Background: an optimization exercise with open tools, aiming at a short achievable clock period and few clock cycles per item. Do not read the settings as production practice.
Only simulation tests tie the RTL to the original design; equivalence was not proved.
The clock input has no modelled driver; a real chip could not lean on it and would need a root buffer or a full tree.
Power is estimated from default activity; no workload was simulated.

main:
// uiFDMA
module uiFDMA#
(
parameter  integer         M_AXI_ID_WIDTH			= 3		    ,
parameter  integer         M_AXI_ID			        = 0		    ,
parameter  integer         M_AXI_ADDR_WIDTH			= 32		,
parameter  integer         M_AXI_DATA_WIDTH			= 128		,
parameter  integer		  M_AXI_MAX_BURST_LEN       = 64
)
(
input   wire [M_AXI_ADDR_WIDTH-1 : 0]      fdma_waddr          ,
input                                      fdma_wareq          ,
input   wire [15 : 0]                      fdma_wsize          ,
output                                     fdma_wbusy          ,
input   wire [M_AXI_DATA_WIDTH-1 :0]       fdma_wdata		   ,
output  wire                               fdma_wvalid         ,
input	wire                               fdma_wready		   ,
input   wire [M_AXI_ADDR_WIDTH-1 : 0]      fdma_raddr          ,
input                                      fdma_rareq          ,
input   wire [15 : 0]                      fdma_rsize          ,
output                                     fdma_rbusy          ,
output  wire [M_AXI_DATA_WIDTH-1 :0]       fdma_rdata		   ,
output  wire                               fdma_rvalid         ,
input	wire                               fdma_rready		   ,
input 	wire  								M_AXI_ACLK			,
input 	wire  								M_AXI_ARESETN		,
output 	wire [M_AXI_ID_WIDTH-1 : 0]		    M_AXI_AWID			,
output 	wire [M_AXI_ADDR_WIDTH-1 : 0] 	    M_AXI_AWADDR		,
output 	wire [7 : 0]						M_AXI_AWLEN			,
output 	wire [2 : 0] 						M_AXI_AWSIZE		,
output 	wire [1 : 0] 						M_AXI_AWBURST		,
output 	wire  								M_AXI_AWLOCK		,
output 	wire [3 : 0] 						M_AXI_AWCACHE		,
output 	wire [2 : 0] 						M_AXI_AWPROT		,
output 	wire [3 : 0] 						M_AXI_AWQOS			,
output 	wire  								M_AXI_AWVALID		,
input	wire  								M_AXI_AWREADY		,
output  wire [M_AXI_ID_WIDTH-1 : 0] 		M_AXI_WID			,
output  wire [M_AXI_DATA_WIDTH-1 : 0] 	    M_AXI_WDATA			,
output  wire [M_AXI_DATA_WIDTH/8-1 : 0] 	M_AXI_WSTRB			,
output  wire  								M_AXI_WLAST			,
output  wire  								M_AXI_WVALID		,
input   wire  								M_AXI_WREADY		,
input   wire [M_AXI_ID_WIDTH-1 : 0] 		M_AXI_BID			,
input   wire [1 : 0] 						M_AXI_BRESP			,
input   wire  								M_AXI_BVALID		,
output  wire  								M_AXI_BREADY		,
output  wire [M_AXI_ID_WIDTH-1 : 0] 		M_AXI_ARID			,
output  wire [M_AXI_ADDR_WIDTH-1 : 0] 	    M_AXI_ARADDR		,
output  wire [7 : 0] 						M_AXI_ARLEN			,
output  wire [2 : 0] 						M_AXI_ARSIZE		,
output  wire [1 : 0] 						M_AXI_ARBURST		,
output  wire  								M_AXI_ARLOCK		,
output  wire [3 : 0] 						M_AXI_ARCACHE		,
output  wire [2 : 0] 						M_AXI_ARPROT		,
output  wire [3 : 0] 						M_AXI_ARQOS			,
output  wire  								M_AXI_ARVALID		,
input   wire  								M_AXI_ARREADY		,
input   wire [M_AXI_ID_WIDTH-1 : 0] 		M_AXI_RID			,
input   wire [M_AXI_DATA_WIDTH-1 : 0] 	    M_AXI_RDATA			,
input   wire [1 : 0] 						M_AXI_RRESP			,
input   wire  								M_AXI_RLAST			,
input   wire  								M_AXI_RVALID		,
output  wire  								M_AXI_RREADY
	);
Size: roughly 3,800 cells after synthesis, ~780 I/O pins, ~44,000 µm² of cells after synthesis.
export LEC_CHECK = 0
export ABC_CLOCK_PERIOD_IN_PS = 1500
export CAP_MARGIN = 20
export CORE_AREA = 10 10 290 290
export DIE_AREA = 0 0 300 300
export SETUP_SLACK_MARGIN = 1.6
export SLEW_MARGIN = 20
create_clock -name core_clock -period 3.3 [get_ports {M_AXI_ACLK}]
standard.sh (not shown) runs the stock make flow with config.mk's settings and CLKGATE_MAP_FILE= SYNTH_SCRIPT=/design/flow/synth_recipe.tcl, a recipe that flattens the netlist after the stock synthesis.
==> flow/flow/run.sh <==
#!/bin/bash
# The standard ORFS layout (the standard.sh) with these changes to how the
# layout is made:
#  - buffer_ports inserts plain buf_4 port buffers instead of the library's
#    smallest buffer (a delay cell);
#  - flow/io.tcl (ORFS's PRE_IO_PLACEMENT_TCL hook) asks the pin placer to keep
#    the pins of each port-to-port path next to each other;
#  - the clock tree is built by flow/my_cts.tcl (ORFS's PRE_CTS_TCL hook, it
#    stands in for TritonCTS): a balanced two-stage tree of clkbuf_16
#    buffers, MY_CTS_ROOTS roots fed by the clock port, each driving leaf
#    buffers that serve compact groups of at most MY_CTS_LEAF flip-flops;
#  - after the last timing repair, flow/fanout_fix.tcl (ORFS's
#    POST_GLOBAL_ROUTE_TCL hook) connects the gate of each port-to-port path
#    straight to its input port's buffer and reroutes those pins.
# Everything else (synthesis, floorplan, power grid, placement, timing repair,
# routing) is the standard flow. The make log goes to standard_flow.log and
# each ORFS step keeps its own log under orfs/logs.
set -euo pipefail
here=$(pwd)
export PRE_IO_PLACEMENT_TCL="$here/flow/io.tcl"
export PRE_CTS_TCL="$here/flow/my_cts.tcl"
export POST_GLOBAL_ROUTE_TCL="$here/flow/fanout_fix.tcl"
export MY_CTS_LEAF=24
export MY_CTS_ROOTS=4
bash standard.sh "BUFFER_PORTS_ARGS=-buffer_cell sky130_fd_sc_hd__buf_4" \
    "PRE_IO_PLACEMENT_TCL=$here/flow/io.tcl" "PRE_CTS_TCL=$here/flow/my_cts.tcl" \
    "POST_GLOBAL_ROUTE_TCL=$here/flow/fanout_fix.tcl" \
    finish > standard_flow.log 2>&1
Other scripts of this flow, unchanged in this note and not shown: flow/flow/fanout_fix.tcl, flow/flow/io.tcl, flow/flow/my_cts.tcl
main was carried through to the last stage, and its layout satisfied the timing, design-rule and antenna checks.
Testbench counts of main, summed over its fixed seeds: cycles 60,518, beats 98,576.
diff inputs: main => the feature branch
--- a/flow/design.v
+++ b/flow/design.v
@@ -9,28 +9,26 @@
     output reg         valid,
     output reg  [31:0] addr,
     output reg  [7:0]  len
 );
     reg  [31:0] a_q;        
     reg  [21:0] a_inc;      
     reg  [9:0]  nfull;      
-    reg  [9:0]  nf_m1;      
     reg         nf_nz;      
     reg         part;       
     reg         full_q;     
     reg  [5:0]  lm1;        
     reg  [1:0]  seq;        
     reg         idle;       
-    wire [5:0]  s_lm1  = start_size[5:0] - 6'd1;
+    wire [5:0]  s_lm1  = ~(~start_size[5:0] + 6'd1);    
     wire        s_full = |start_size[15:6];
     wire        seq1   = (seq == 2'd1);
     wire        seq3   = (seq == 2'd3);
     always @(posedge clk) begin
         a_inc <= a_q[31:10] + 22'd1;
-        nf_m1 <= nfull - 10'd1;
         nf_nz <= |nfull;
         if (!rstn) begin
             a_q    <= 32'd0;
             nfull  <= 10'd0;
             part   <= 1'b0;
             full_q <= 1'b0;
             lm1    <= 6'd0;
@@ -44,15 +42,15 @@
             seq    <= 2'd0;
         end else if (~idle & ready) begin
             seq    <= 2'd1;
         end else if (seq != 2'd0) begin
             seq    <= seq + 2'd1;
             if (seq1) begin
                 a_q[31:10] <= a_inc;
-                if (nf_nz) nfull <= nf_m1;
+                if (nf_nz) nfull <= ~(~nfull + 10'd1);      
                 else part <= 1'b0;
             end
             if (seq3) full_q <= nf_nz;
         end
         valid <= rstn & (start | (~idle & ~ready) | (seq3 & (nf_nz | part)));
         idle  <= ~(rstn & (start | (~idle & ~ready) | (seq3 & (nf_nz | part))));
         addr  <= start ? start_addr : {(seq1 ? a_inc : a_q[31:10]), a_q[9:0]};
@@ -68,15 +66,14 @@
     output reg         one,      
     output reg         nz        
 );
     reg  [5:0] lo;
     reg  [9:0] hi;
     reg        hi_z;             
     reg        hi_1;             
-    reg  [9:0] hi_m1;            
     wire       wrap = (lo == 6'd0);
     always @(posedge clk) begin
         if (!rstn) begin
             lo   <= 6'd0;
             hi   <= 10'd0;
             hi_z <= 1'b1;
             one  <= 1'b0;
@@ -84,24 +81,23 @@
         end else if (load) begin
             lo   <= val[5:0];
             hi   <= val[15:6];
             hi_z <= (val[15:6] == 10'd0);
             one  <= (val == 16'd1);
             nz   <= (val != 16'd0);
         end else if (dec) begin
-            lo   <= lo - 6'd1;
+            lo   <= ~(~lo + 6'd1);                      
             if (wrap) begin
-                hi   <= hi_m1;
+                hi   <= ~(~hi + 10'd1);                  
                 hi_z <= hi_1;
             end
             one  <= hi_z & (lo == 6'd2);
             nz   <= ~one;
         end
         hi_1 <= load ? (val[15:6] == 10'd1) : (hi == 10'd1);
-        hi_m1 <= load ? val[15:6] - 10'd1 : hi - 10'd1;
     end
 endmodule
 module uiFDMA#
 (
 parameter  integer         M_AXI_ID_WIDTH			= 3		    ,
 parameter  integer         M_AXI_ID			        = 0		    ,
 parameter  integer         M_AXI_ADDR_WIDTH			= 32		,
@@ -202,15 +198,14 @@
 wire u_lb = u_one | u_i63;
 uiFDMA_dcnt u_cnt (
     .clk(clk), .rstn(rstn), .load(wstart), .val(fdma_wsize), .dec(tk),
     .one(u_one), .nz(u_nz));
 reg          wh_v;                
 reg          wh_e;                
 reg          w1_v, w2_v;          
-reg          w1_ld0, w1_sh0, w2_ld0;  
 reg  [129:0] wh_i;                
 reg  [128:0] wh_d;                
 reg  [129:0] w1_i, w2_i;          
 wire         w_hs = ~wh_e & M_AXI_WREADY;
 wire [129:0] w_new = {u_one, u_lb, fdma_wdata};
 wire         wh_ld = wh_e | M_AXI_WREADY;           
 wire [129:0] wh_nx = w1_v ? w1_i : w_new;
@@ -236,19 +231,17 @@
     wh_v    <= rstn & (w_c1 | w_c2 | w_c3);
     wh_e    <= ~(rstn & (w_c1 | w_c2 | w_c3));
     w1_v    <= rstn & (w_c2 | w_c3);
     w2_v    <= rstn & w_c3;
     if (!rstn) wh_i <= 130'd0;
     else if (wh_ld) wh_i <= wh_nx;
     wh_d <= wh_ld ? wh_nx[128:0] : wh_i[128:0];
-    if (w1_ld0 | M_AXI_WREADY) w1_i <= (w1_sh0 | (M_AXI_WREADY & w2_v)) ? w2_i : w_new;
-    if (w2_ld0 | M_AXI_WREADY) w2_i <= w_new;
-    w1_ld0 <= ~(rstn & (w_c1 | w_c2 | w_c3)) | ~(rstn & (w_c2 | w_c3));    
-    w1_sh0 <= ~(rstn & (w_c1 | w_c2 | w_c3)) & (rstn & w_c3);               
-    w2_ld0 <= ~(rstn & (w_c1 | w_c2 | w_c3)) | ~(rstn & w_c3);              
+    if (wh_ld) w1_i <= w2_v ? w2_i : w_new;
+    else if (~w1_v) w1_i <= w_new;
+    if (wh_ld | ~w2_v) w2_i <= w_new;
     if (wstart) u_idx <= 6'd0;
     else if (tk) u_idx <= u_idx + 6'd1;
     u_i63 <= ~wstart & (tk ? (u_idx == 6'd62) : u_i63);
 end
 reg  rbusy;                       
 reg  ridle;                       
 wire rstart = fdma_rareq & ridle;
Findings:
Compared with main, area of all sequential standard cells in the feature branch decreased by a little under 10%. Measured against each other, the feature branch and main differ in internal power summed over all cells, the lower figure coming from the feature branch. Between main and the feature branch, the flow reports areal power density over the cells decreasing by a few percent. Measured against each other, the feature branch and main differ in utilization, the lower figure coming from main. Of the two candidates, main has the better wire length and the feature branch the worse one. Going from main to the feature branch, the final critical-path share of the clock period was found to have gone up by 0.73 points. Going from main to the feature branch, number of logic inverters in the finished layout lost about 20%, layout cell share with drive strength beyond 1 +1.7 points, number of global-route vias before repair went up by 2.4%, cell area after layout up 660 µm². Relative to main, the synthesized cell count of the feature branch is higher by 109.
Testbench counts of the feature branch, summed over its fixed seeds: cycles 60,518, beats 98,576.
In every run of this note, the design's own scripts or RTL, not TritonCTS, make the clock network.

re-timing with driven ports:
In the flow no input, the clock included, has a driving cell. The finished layouts below were timed again as built, in two steps. Step 1 (the two cells are an assumption about what drives the block):
set clk [get_ports {M_AXI_ACLK}]
set_driving_cell -lib_cell sky130_fd_sc_hd__clkbuf_16 $clk
set_driving_cell -lib_cell sky130_fd_sc_hd__buf_2 [delete_from_list [all_inputs] $clk]
Step 2 times the ports against the registers' clock, not the clock port: input delays grow and output delays shrink by t, the midpoint of the rising clock arrivals with the driver on. a / b / c = ideal / step 1 / step 2; a / b = the first two.
| run | t (ns) | slack for setup (ns) | clock arrival spread, ns |
|---|---|---|---|
| main | 0.591 | 1.568 / 1.427 / 1.141 | 0.017 / 0.017 |
| the feature branch | 0.603 | 1.544 / 1.422 / 1.012 | 0.035 / 0.034 |
After both steps setup and hold are still met in every run listed. For the feature branch, which loses most, drivers alone change the setup slack by -0.122 ns; drivers and shift together by -0.532 ns.
